This is an optimization exercise on Yosys and OpenROAD, whose aim is small area, not a production implementation. RTL that was checked went through simulation tests only; none was proved equivalent to the original. No activity file was given, so power comes from the tool's default toggle rates.

Design Hq2x, start of the top module:
module Hq2x #(parameter LENGTH = 16, parameter HALF_DEPTH = 1, parameter DWIDTH = HALF_DEPTH ? 11 : 23)
(
	input             clk,
	input             ce_in,
	input  [DWIDTH:0] inputpixel,
	input             mono,
	input             disable_hq2x,
	input             reset_frame,
	input             reset_line,
	input             ce_out,
	input       [1:0] read_y,
	input             hblank,
	output [DWIDTH:0] outpixel
);
For scale: roughly 34 I/O pins.
export LEC_CHECK = 0
export CAP_MARGIN = 20
export CORE_MARGIN = 2
export CORE_UTILIZATION = 65
export CTS_BUF_LIST = sky130_fd_sc_hd__clkbuf_16
export CTS_CLUSTER_DIAMETER = 100
export CTS_CLUSTER_SIZE = 30
export PLACE_DENSITY = 0.75
export SLEW_MARGIN = 20
create_clock -name core_clock -period 8.0 [get_ports {clk}]
run.sh (not shown) runs the stock make flow with config.mk's settings and CLKGATE_MAP_FILE= SYNTH_SCRIPT=/design/flow/synth_recipe.tcl, a recipe that flattens the netlist after the stock synthesis.
The starting point passed the timing, design-rule and antenna checks.
Next try:
--- a/flow/design.v
+++ b/flow/design.v
@@ -304,29 +304,28 @@
 end
 endfunction
 function [7:0] wsum;
 	input [2:0] typ;
 	input [3:0] n1;
 	input [3:0] n2;
 	input [3:0] n3;
 	reg [4:0] m;
 	reg t1, t2, t3, t4, t5;
+	reg [7:0] r1, r2, r3, r4;
 begin
 	m = n2 + n3;
 	t1 = typ == 3'd1; t2 = typ == 3'd2; t4 = typ == 3'd4; t5 = typ == 3'd5;
 	t3 = !(t1 | t2 | t4 | t5);
-	wsum = ({1'b0, n1, 3'b000} & {8{!t4}})
-	     + ({2'b00, n1, 2'b00} & {8{t3 | t4 | t5}})
-	     + ({3'b000, n1, 1'b0} & {8{t2 | t5}})
-	     + ({1'b0, m, 2'b00}   & {8{t1 | t4}})
-	     + ({2'b00, m, 1'b0}   & {8{t2 | t3 | t4}})
-	     + ({3'b000, m}        & {8{t5}})
-	     + ({3'b000, n2, 1'b0} & {8{t2}});
+	r1 = t4 ? {2'b00, n1, 2'b00} : {1'b0, n1, 3'b000};
+	r2 = (t1 | t4) ? {1'b0, m, 2'b00} : (t2 | t3) ? {2'b00, m, 1'b0} : {3'b000, n1, 1'b0};
+	r3 = t2 ? {3'b000, n1, 1'b0} : (t3 | t5) ? {2'b00, n1, 2'b00} : t4 ? {2'b00, m, 1'b0} : 8'd0;
+	r4 = t2 ? {3'b000, n2, 1'b0} : t5 ? {3'b000, m} : 8'd0;
+	wsum = r1 + r2 + r3 + r4;
 end
 endfunction
 function [3:0] topn;
 	input [7:0] s;
 begin
 	topn = s[7:4] + ({1'b0, s[7:4]} + {1'b0, s[3:0]} >= 5'd16);
 end
 endfunction
 reg [11:0] Prev0, Prev1, Prev2, Curr0, Curr1, Curr2, Next0, Next1, Next2;
@@ -336,22 +335,20 @@
 reg  curbuf;
 reg  prevbuf;
 wire diff0 = diff12(Curr1, (cyc == 0) ? Prev0 : (cyc == 1) ? Curr0 : (cyc == 2) ? Prev2 : Next1);
 wire diff1 = diff12(Curr1, (cyc == 0) ? Prev1 : (cyc == 1) ? Next0 : (cyc == 2) ? Curr2 : Next2);
 wire [7:0] new_pattern = {diff1, diff0, pattern[7:2]};
 wire [11:0] X = (cyc == 0) ? A : (cyc == 1) ? Prev1 : (cyc == 2) ? Next1 : G;
 wire [7:0] nextpatt_nx = (cyc == 3) ?
 	{new_pattern[7:6], new_pattern[3], new_pattern[5], new_pattern[2], new_pattern[4], new_pattern[1:0]} :
 	{nextpatt[5], nextpatt[3], nextpatt[0], nextpatt[6], nextpatt[1], nextpatt[7], nextpatt[4], nextpatt[2]};
-reg [5:0] hqrule;    
-wire [3:0] bl_rule = hqrule[5:2];
-wire [1:0] df_rule = hqrule[1:0];
-wire is_diff = diff12(df_rule[1] ? B : H, df_rule[0] ? D : F);
+reg [3:0] bl_rule;    
+wire is_diff = diff12((bl_rule == 4'd15) ? H : B, (bl_rule == 4'd14) ? F : D);
 reg  [2:0] btyp0;
 reg [11:0] bi20, bi30;
 always @(*) begin
 	case({!is_diff, bl_rule})
 		1,11,12,13,17: begin btyp0 = 3'd3; bi20 = X; bi30 = X; end
 		      2,14,18: begin btyp0 = 3'd3; bi20 = D; bi30 = D; end
 		      3,15,19: begin btyp0 = 3'd3; bi20 = B; bi30 = B; end
 		   4,20,24,27: begin btyp0 = 3'd1; bi20 = D; bi30 = B; end
 		         5,21: begin btyp0 = 3'd1; bi20 = X; bi30 = B; end
@@ -414,19 +411,19 @@
 reg old_reset_frame;
 reg [3:0] wrdata_finished;
 reg [4:0] waddr;
 wire line_start  = old_reset_line && ~reset_line;
 wire frame_start = line_start && old_reset_frame && ~reset_frame;
 wire curbuf_next = frame_start ? 1'b0 : line_start ? ~curbuf : curbuf;
 always @(posedge clk) begin
 	wrout_en <= 0;
 	if(ce_in) begin
-		hqrule <= disable_hq2x ? 6'd0 : hq_table(nextpatt_nx);
+		bl_rule <= disable_hq2x ? 4'd0 : hq_table(nextpatt_nx) >> 2;
 		btyp <= btyp0; bi1 <= Curr0; bi2 <= bi20; bi3 <= bi30;
 		bl2 <= blend_now;
 		bl3 <= bl2;
 		blend_result <= bl3;
 		case(cyc)
 			0: wrdata[11:0]  <= blend_result;
 			1: wrdata[23:12] <= blend_result;
 			2: wrdata[47:36] <= blend_result;
 			3: wrdata[35:24] <= blend_result;
What happened:
- first-iteration DRC count climbs by about 8%
- die area drops by about 0.9%
- routed wire length climbs by about 4.5%
- flip-flop and latch count drops by 2
- critical path depth climbs by 4
- via count climbs by about 0.9%
- worst hold slack improved by 0.0033 ns
- clock-buffer cell count climbs by 1
- cell area drops by about 0.8%
- total power drops by about 5.5%
- setup slack improved by 0.037 ns
- utilization climbs by 0.29 points
- global-route usage climbs by 1.7 points
No functional check of the RTL was part of the first run of this note.

Another version of the RTL of Hq2x (not shown whole).
For scale: ~5300 cells after synthesis, ~34 I/O pins, about 0.086 sq mm of cells after synthesis.
## Hq2x
module Hq2x #(parameter LENGTH = 16, parameter HALF_DEPTH = 1, parameter DWIDTH = HALF_DEPTH ? 11 : 23)
(
	input             clk,
	input             ce_in,
	input  [DWIDTH:0] inputpixel,
	input             mono,
	input             disable_hq2x,
	input             reset_frame,
	input             reset_line,
	input             ce_out,
	input       [1:0] read_y,
	input             hblank,
	output [DWIDTH:0] outpixel
);
Settings: LEC_CHECK=0, CAP_MARGIN=20, CORE_MARGIN=2, CORE_UTILIZATION=65, CTS_BUF_LIST=sky130_fd_sc_hd__clkbuf_16, CTS_CLUSTER_DIAMETER=90, CTS_CLUSTER_SIZE=27, PLACE_DENSITY=0.75, SLEW_MARGIN=20; clock period 8.0 ns.
The first run went through all stages and came out clean.
Next try:
--- a/flow/design.v
+++ b/flow/design.v
@@ -300,22 +300,31 @@
 	v_in   = ((V >= 7'd61) && (V <= 7'd65)) || (V == 7'd60 && rp >= rn + 3'd3);
 	v_in_r = ((V >= 7'd61) && (V <= 7'd65)) || (V == 7'd66 && rn >= rp + 3'd3);
 	m_in   = ((Mp >= 5'd12) && (Mp <= 5'd18)) ||
 	         (Mp == 5'd11 && p1[3:1] >= p2[3:1]) ||
 	         (Mp == 5'd19 && p1[3:1] <  p2[3:1]);
 	m_in_r = ((Mp >= 5'd12) && (Mp <= 5'd18)) ||
 	         (Mp == 5'd11 && p1[3:1] >  p2[3:1]) ||
 	         (Mp == 5'd19 && p1[3:1] <= p2[3:1]);
 	diff2 = mono ? {!m_in, !m_in_r} : {!(y_in && u_in && v_in), !(y_in && u_in_r && v_in_r)};
 end
 endfunction
+function diff12;
+	input [11:0] p1;
+	input [11:0] p2;
+	reg [1:0] d;
+begin
+	d = diff2(p1, p2);
+	diff12 = d[1];
+end
+endfunction
 function [7:0] wsum;
 	input [2:0] typ;
 	input [3:0] n1;
 	input [3:0] n2;
 	input [3:0] n3;
 	reg [4:0] m;
 	reg t1, t2, t3, t4, t5;
 	reg [7:0] r1, r2, r3, r4;
 begin
 	m = n2 + n3;
 	t1 = typ == 3'd1; t2 = typ == 3'd2; t4 = typ == 3'd4; t5 = typ == 3'd5;
@@ -325,49 +334,44 @@
 	r3 = t2 ? {3'b000, n1, 1'b0} : (t3 | t5) ? {2'b00, n1, 2'b00} : t4 ? {2'b00, m, 1'b0} : 8'd0;
 	r4 = t2 ? {3'b000, n2, 1'b0} : t5 ? {3'b000, m} : 8'd0;
 	wsum = r1 + r2 + r3 + r4;
 end
 endfunction
 function [3:0] topn;
 	input [7:0] s;
 begin
 	topn = s[7:4] + ({1'b0, s[7:4]} + {1'b0, s[3:0]} >= 5'd16);
 end
 endfunction
-reg  [7:0] nextpatt;
-reg  [1:0] cyc;
-reg  [3:0] offs;
-reg        curbuf;
-reg        prevbuf;
-reg        old_reset_line;
-reg        old_reset_frame;
-reg  [3:0] wrdata_finished;
-reg  [4:0] waddr;
 reg [11:0] Prev0, Prev1, Prev2, Curr0, Curr1, Next0, Next1;
 reg z0, z1;
 wire [11:0] P0 = z0 ? 12'd0 : Prev0;
 wire [11:0] C0 = z0 ? 12'd0 : Curr0;
 wire [11:0] N0 = z0 ? 12'd0 : Next0;
 wire [11:0] P1 = z1 ? 12'd0 : Prev1;
 wire [11:0] C1 = z1 ? 12'd0 : Curr1;
 wire [11:0] N1 = z1 ? 12'd0 : Next1;
 wire [11:0] Curr2, Next2;
 reg [11:0] A, G;
 reg [11:0] SD;
 reg sz;
 reg  [1:0] rot;
 wire [11:0] SB = sz ? 12'd0 : Prev0;
 wire [11:0] SF = Curr1;
 wire [11:0] SH = sz ? 12'd0 : Next0;
 wire [11:0] B = (rot == 0) ? SB : (rot == 1) ? SF : (rot == 2) ? SH : SD;
 wire [11:0] D = (rot == 0) ? SD : (rot == 1) ? SB : (rot == 2) ? SF : SH;
+reg  [7:0] nextpatt;
+reg  [1:0] cyc;
+reg  curbuf;
+reg  prevbuf;
 wire [11:0] in1 = (~&offs) ? inputpixel : Next2;   
 wire [1:0] du = diff2((cyc == 1) ? C0 : (cyc == 3) ? Curr2 : C1, (cyc == 2) ? Prev2 : P1);
 wire [1:0] dv = diff2((cyc == 3) ? Curr2 : C1, (cyc == 1) ? in1 : (cyc == 2) ? Curr2 : N1);
 reg pB, pH, pIf, pIr, pDBf, pDBr, pC, pFf, pFr;    
 reg rA, rG, rD, rIf, rIr;                           
 wire pA = !z1 && rA;
 wire pG = !z1 && rG;
 wire pD = !z1 && rD;
 wire [7:0] newpatt = {pIf, pH, pG, pFf, pD, pC, pB, pA};
 wire [11:0] X = (cyc == 0) ? A : (cyc == 1) ? P1 : (cyc == 2) ? N1 : G;
 wire [7:0] nextpatt_nx = (cyc == 3) ? newpatt :
@@ -447,22 +451,27 @@
 			2: wrdata[47:36] <= blend_result_d;
 			3: wrdata[35:24] <= blend_result_d;
 		endcase
 	end
 	if (wrout_en_d && wrout_addr < 5'd30) obuf[wrout_addr] <= wrdata;
 	if(ce_out) begin
 		if(read_x[0]) outpixel_x2 <= read_y[0] ? q[47:24] : q[23:0];
 		if(~hblank & ~&read_x) read_x <= read_x + 1'd1;
 		if(hblank) read_x <= 0;
 	end
 end
+reg [3:0] offs;
+reg old_reset_line;
+reg old_reset_frame;
+reg [3:0] wrdata_finished;
+reg [4:0] waddr;
 wire line_start  = old_reset_line && ~reset_line;
 wire frame_start = line_start && old_reset_frame && ~reset_frame;
 wire curbuf_next = frame_start ? 1'b0 : line_start ? ~curbuf : curbuf;
 always @(posedge clk) begin
 	wrout_en <= 0;
 	if(ce_in) begin
 		bl_rule <= disable_hq2x ? 4'd0 : hq_table(nextpatt_nx) >> 2;
 		bl1 <= blend_now;
 		bl2 <= bl1;
 		bl3 <= bl2;
 		blend_result <= bl3;
Utilization is lower by 0.42 points.
Worst setup slack is better by 0.086 ns.
Register-to-register slack is better by 0.09 ns.
Count of clock-buffer cells in the layout fell by 1.
Flip-flop and latch count stays the same.
Cell area goes up slightly.
Wire length is about the same.

[separate check: timing with driven ports]
How much do the figures lean on ideal ports? The routed layouts below were timed once more, with nothing changed but the port constraints. Step 1, drivers: a clkbuf_16 drives clk and a buf_2 each remaining input, both assumed. Step 2 times the ports against the registers' clock, not the clock port: input delays grow and output delays shrink by t, the midpoint of the rising clock arrivals with the driver on. Three values: no drivers, after step 1, after step 2; two values: the first two.
| run | t, ns | slack for setup (ns) | worst setup path at the end | clock arrival spread, ns |
|---|---|---|---|---|
| the first run of note 1 | 0.824 | 1.201 / 1.201 / 1.201 | register to register | 0.041 / 0.041 |
| the second run of note 1 | 0.806 | 1.238 / 1.238 / 1.238 | register to register | 0.054 / 0.054 |
| the first run of note 2 | 0.815 | 0.335 / 0.335 / 0.335 | register to register | 0.050 / 0.049 |
| the second run of note 2 | 0.817 | 0.421 / 0.421 / 0.322 | input to register | 0.087 / 0.087 |
After both steps setup and hold are still met in every run listed. For the second run of note 2, which loses most, drivers alone change the setup slack by 0.000 ns; drivers and shift together by -0.099 ns.
